This is an optimization exercise on Yosys and OpenROAD, whose aim is small area, a short achievable clock period and few clock cycles per item, not a production implementation.
Only simulation tests tie the RTL to the original design; equivalence was not proved.

==> v32 <==
==> flow/design.v (excerpt) <==
module P_MIPS (
    input         clk,
    input         reset,
    output [31:0] imem_addr,
    input  [31:0] imem_data,
    output [31:0] dmem_addr,
    output [31:0] dmem_wdata,
    output        dmem_we,
    input  [31:0] dmem_rdata
);
export LEC_CHECK = 0
export ABC_CLOCK_PERIOD_IN_PS = 3500
export CAP_MARGIN = 20
export CORE_MARGIN = 2
export CORE_UTILIZATION = 45
export CTS_CLUSTER_DIAMETER = 70
export CTS_CLUSTER_SIZE = 30
export SLEW_MARGIN = 20
create_clock -name core_clock -period 12.0 [get_ports {clk}]
standard.sh (not shown) runs the stock make flow with config.mk's settings and CLKGATE_MAP_FILE= SYNTH_SCRIPT=/design/flow/synth_recipe.tcl, a recipe that flattens the netlist after the stock synthesis.
==> flow/flow/run.sh <==
#!/bin/bash
set -euo pipefail
MARGIN=$(cat flow/margin.txt)
bash standard.sh SETUP_SLACK_MARGIN=$MARGIN finish > flow_make.log 2>&1
==> flow/flow/margin.txt <==
8.3
==> inputs of v10, as changes to v32 <==
--- a/flow/design.v
+++ b/flow/design.v
@@ -802,52 +802,36 @@
 wire c476 = (r[110] & s415) | (r[110] & c414) | (s415 & c414);
 wire s477 = r[114] ^ s417 ^ c416;
 wire c478 = (r[114] & s417) | (r[114] & c416) | (s417 & c416);
 wire s479 = r[118] ^ s419 ^ c418;
 wire [31:0] x = {s479, s477, s475, s473, s471, s469, s467, s465, s463, s461, s459, s457, s455, s453, s451, s449, s447, s445, s443, s441, s439, s437, s435, s433, s431, s429, s427, s425, s423, r[5], r[2], r[0]};
 wire [31:0] y = {c478, c476, c474, c472, c470, c468, c466, c464, c462, c460, c458, c456, c454, c452, c450, c448, c446, c444, c442, c440, c438, c436, c434, c432, c430, c428, c426, c424, c422, s421, 1'b0, r[1]};
 assign p = x + y;
 endmodule
-module rf_read (
-    input  [991:0] regs,     
-    input  [4:0]   sel,
-    output [31:0]  q
-);
-integer i;
-reg [31:0] acc;
-always @(*) begin
-    acc = 32'd0;
-    for (i = 1; i < 32; i = i + 1)
-        acc = acc | ({32{sel == i}} & regs[(i-1)*32 +: 32]);
-end
-assign q = acc;
-endmodule
 module P_MIPS (
     input         clk,
     input         reset,
     output [31:0] imem_addr,
     input  [31:0] imem_data,
     output [31:0] dmem_addr,
     output [31:0] dmem_wdata,
     output        dmem_we,
     input  [31:0] dmem_rdata
 );
 localparam NMR = 119;    
 reg  [31:0] pc;
 reg         d_valid;
 reg  [31:0] d_ir;
 reg  [31:0] d_pc4;
 reg         d_pred;      
-reg         d_cross;     
 reg         e_we, e_late, e_load, e_mul, e_store, e_beq, e_pred;
 reg  [4:0]  e_dest;
-reg  [31:0] e_rsv, e_rtv, e_alt;
-reg  [15:0] e_imm;
-reg         e_bimm, e_add, e_sub, e_and, e_or, e_slt;
+reg  [31:0] e_rsv, e_rtv, e_opb, e_alt;    
+reg         e_add, e_sub, e_and, e_or, e_slt;
 reg         m_we, m_load, m_mul, m_store;
 reg  [4:0]  m_dest;
 reg  [31:0] m_alu, m_sdata;
 reg  [NMR-1:0] m_mr;
 reg         w_we;
 reg  [4:0]  w_dest;
 reg  [31:0] w_val;
 reg         rst_q;
@@ -867,19 +851,18 @@
 wire [31:0] pc4 = pc + 32'd4;
 wire [5:0]  f_op  = imem_data[31:26];
 wire [15:0] f_imm = imem_data[15:0];
 wire f_is_j   = f_op == 6'h02;
 wire f_is_beq = f_op == 6'h04;
 wire f_small  = (&f_imm[15:5]) || !(|f_imm[15:5]);
 wire f_bt     = f_is_beq && f_small && (f_imm[15] || imem_data[25:21] == imem_data[20:16]);
 wire f_taken  = f_is_j || f_bt;
-wire [6:0]  f_low  = {1'b0, pc4[7:2]} + {1'b0, f_imm[5:0]};
-wire [31:0] f_btgt = {pc4[31:8], f_low[5:0], 2'b00};
-wire f_cross = f_low[6] != f_imm[15];
+wire [5:0]  f_low  = pc4[7:2] + f_imm[5:0];
+wire [31:0] f_btgt = {pc4[31:8], f_low, 2'b00};
 wire [31:0] f_jtgt = {pc4[31:28], imem_data[25:0], 2'b00};
 wire [5:0]  op   = d_ir[31:26];
 wire [4:0]  rs   = d_ir[25:21];
 wire [4:0]  rt   = d_ir[20:16];
 wire [4:0]  rd   = d_ir[15:11];
 wire [5:0]  fn   = d_ir[5:0];
 wire [15:0] imm  = d_ir[15:0];
 wire is_r    = op == 6'h00;
@@ -890,59 +873,51 @@
 wire is_mul  = is_r && fn == 6'h1C;
 wire [31:0] br_tgt = d_pc4 + {{14{imm[15]}}, imm, 2'b00};
 wire [4:0] dest  = is_r ? rd : rt;
 wire d_wr    = (is_r || is_addi || is_lw) && dest != 5'd0;
 wire use_rs  = is_r || is_addi || is_lw || is_sw || is_beq;
 wire use_rt  = is_r || is_sw || is_beq;
 wire stall = d_valid && e_late &&
              ((use_rs && rs == e_dest) || (use_rt && rt == e_dest));
-wire [31:0] opb  = e_bimm ? {{16{e_imm[15]}}, e_imm} : e_rtv;
-wire [31:0] opbx = opb ^ {32{e_sub | e_slt}};
-wire [32:0] sum  = {1'b0, e_rsv} + {1'b0, opbx} + {32'd0, e_sub | e_slt};
+wire [32:0] sum  = {1'b0, e_rsv} + {1'b0, e_opb} + {32'd0, e_sub | e_slt};
 wire [31:0] alu  = ({32{e_add | e_sub}} & sum[31:0]) |
-                   ({32{e_and}} & (e_rsv & opb)) |
-                   ({32{e_or}}  & (e_rsv | opb)) |
+                   ({32{e_and}} & (e_rsv & e_opb)) |
+                   ({32{e_or}}  & (e_rsv | e_opb)) |
                    {31'd0, e_slt & !sum[32]};
 wire e_mispredict = e_beq && ((e_rsv == e_rtv) != e_pred);
-wire d_fix = d_valid && is_beq && d_pred && d_cross && !stall;
+wire d_fix = d_valid && is_beq && d_pred && br_tgt[31:8] != d_pc4[31:8] && !stall;
 wire [31:0] pc_other = e_mispredict ? e_alt : d_fix ? br_tgt : stall ? pc : pc4;
 wire f_ok   = !stall && !e_mispredict && !d_fix;
 wire f_go_b = f_ok && f_bt;
 wire f_go_j = f_ok && f_is_j;
 wire [NMR-1:0] mul_r;
 mul_s1 u_mul1 (.a(e_rsv), .b(e_rtv), .r(mul_r));
 wire [31:0] m_prod;
 mul_s2 u_mul2 (.r(m_mr), .p(m_prod));
-wire [31:0] m_vnm = m_load ? dmem_rdata : m_alu;    
+wire [31:0] m_val = m_mul ? m_prod : m_load ? dmem_rdata : m_alu;
 assign dmem_addr  = m_alu;
 assign dmem_wdata = m_sdata;
 assign dmem_we    = m_store;
 assign imem_addr  = pc;
-wire [991:0] rf_flat;
-generate
-    for (gi = 1; gi < 32; gi = gi + 1) begin : g_rff
-        assign rf_flat[(gi-1)*32 +: 32] = rf[gi];
-    end
-endgenerate
-wire [31:0] rs_rf, rt_rf;
-rf_read u_rs (.regs(rf_flat), .sel(rs), .q(rs_rf));
-rf_read u_rt (.regs(rf_flat), .sel(rt), .q(rt_rf));
+wire [31:0] rs_rf = (rs == 5'd0) ? 32'd0 : rf[rs];
+wire [31:0] rt_rf = (rt == 5'd0) ? 32'd0 : rf[rt];
 wire sa_e = e_we && !e_late && e_dest == rs;
 wire sa_m = m_we && m_dest == rs;
 wire sa_w = w_we && w_dest == rs;
 wire sb_e = e_we && !e_late && e_dest == rt;
 wire sb_m = m_we && m_dest == rt;
 wire sb_w = w_we && w_dest == rt;
-wire sa_p = !sa_e && sa_m && m_mul;
-wire sb_p = !sb_e && sb_m && m_mul;
-wire [31:0] rs_o = sa_m ? m_vnm : sa_w ? w_val : rs_rf;
-wire [31:0] rt_o = sb_m ? m_vnm : sb_w ? w_val : rt_rf;
-wire [31:0] rs_v = sa_p ? m_prod : sa_e ? alu : rs_o;
-wire [31:0] rt_v = sb_p ? m_prod : sb_e ? alu : rt_o;
+wire [31:0] rs_o = sa_m ? m_val : sa_w ? w_val : rs_rf;
+wire [31:0] rt_o = sb_m ? m_val : sb_w ? w_val : rt_rf;
+wire [31:0] rs_v = sa_e ? alu : rs_o;
+wire [31:0] rt_v = sb_e ? alu : rt_o;
+wire d_bimm = is_addi || is_lw || is_sw;
+wire d_inv  = is_r && (fn == 6'h22 || fn == 6'h2A);
+wire [31:0] opb_v = d_bimm ? {{16{imm[15]}}, imm} : (rt_v ^ {32{d_inv}});
 always @(posedge clk or negedge reset) begin
     if (!reset) begin
         pc      <= 32'd0;
         d_valid <= 1'b0;
         e_we <= 1'b0; e_late <= 1'b0; e_load <= 1'b0; e_mul <= 1'b0;
         e_store <= 1'b0; e_beq <= 1'b0;
         m_we <= 1'b0; m_load <= 1'b0; m_mul <= 1'b0; m_store <= 1'b0;
         w_we <= 1'b0;
@@ -969,30 +944,28 @@
         w_we    <= m_we;
     end
 end
 always @(posedge clk) begin
     if (!stall) begin
         d_ir   <= imem_data;
         d_pc4  <= pc4;
         d_pred <= f_taken;
-        d_cross <= f_cross;
     end
     e_dest <= dest;
     e_rsv  <= rs_v;
     e_rtv  <= rt_v;
     e_pred <= d_pred;
     e_alt  <= d_pred ? d_pc4 : br_tgt;
-    e_imm  <= imm;
-    e_bimm <= is_addi || is_lw || is_sw;
+    e_opb  <= opb_v;
     e_add  <= is_addi || is_lw || is_sw || (is_r && fn == 6'h20);
     e_sub  <= is_r && fn == 6'h22;
     e_and  <= is_r && fn == 6'h24;
     e_or   <= is_r && fn == 6'h25;
     e_slt  <= is_r && fn == 6'h2A;
     m_dest  <= e_dest;
     m_alu   <= alu;
     m_sdata <= e_rtv;
     m_mr    <= mul_r;
     w_dest  <= m_dest;
-    w_val   <= m_mul ? m_prod : m_vnm;
+    w_val   <= m_val;
 end
 endmodule
- CTS_CLUSTER_DIAMETER: 70 -> default
- CTS_CLUSTER_SIZE: 30 -> default
==> impl_metrics.ini <==
[layout]
seq_cells = 1461

[placement]
globalplace.congestion = 0.986
dpl_worst_slack_ns = 6.30

[timing]
period_minus_slack_ns = 4.39

[run_status]
status = complete, no violations
[end of results for v10]
==> impl_metrics.ini <==
[placement]
globalplace.congestion = 0.958
dpl_worst_slack_ns = 6.61

[run_status]
status = complete, no violations

[timing]
period_minus_slack_ns = 3.95

[setup_path]
critical_path.max_stage_delay_ns = 0.55

[layout]
seq_cells = 1447
[end of results for v32]
Testbench counts of v32, summed over its fixed seeds: cycles 124,887, instrs 112,529.
Testbench counts of v10, summed over its fixed seeds: cycles 124,887, instrs 112,529.

==> re-timing with driven ports <==
The results above use ideal ports. As a check the final layouts listed here were re-extracted and re-timed, cells and wires unchanged. Step 1, drivers: a clkbuf_16 drives clk and a buf_2 each remaining input, both assumed. Step 2 moves the port delays by t, midway between the first and last clock arrival at a register: inputs arrive t later, outputs are due t later. That takes back most of the time a late clock gives input paths. Slacks: no drivers / after step 1 / after step 2; pairs: no drivers / after step 1.
| run | t (ns) | slack for setup (ns) | clock arrival spread, ns | pins driven straight from the clock port |
|---|---|---|---|---|
| v32 | 0.861 | 8.054 / 8.054 / 7.412 | 0.086 / 0.086 | 1 |
| v10 | 0.922 | 7.606 / 7.606 / 6.990 | 0.038 / 0.038 | 1 |
After both steps setup and hold are still met in every run listed. The setup slack of v32, which loses most, moves by 0.000 ns with the drivers and by -0.642 ns with both steps.
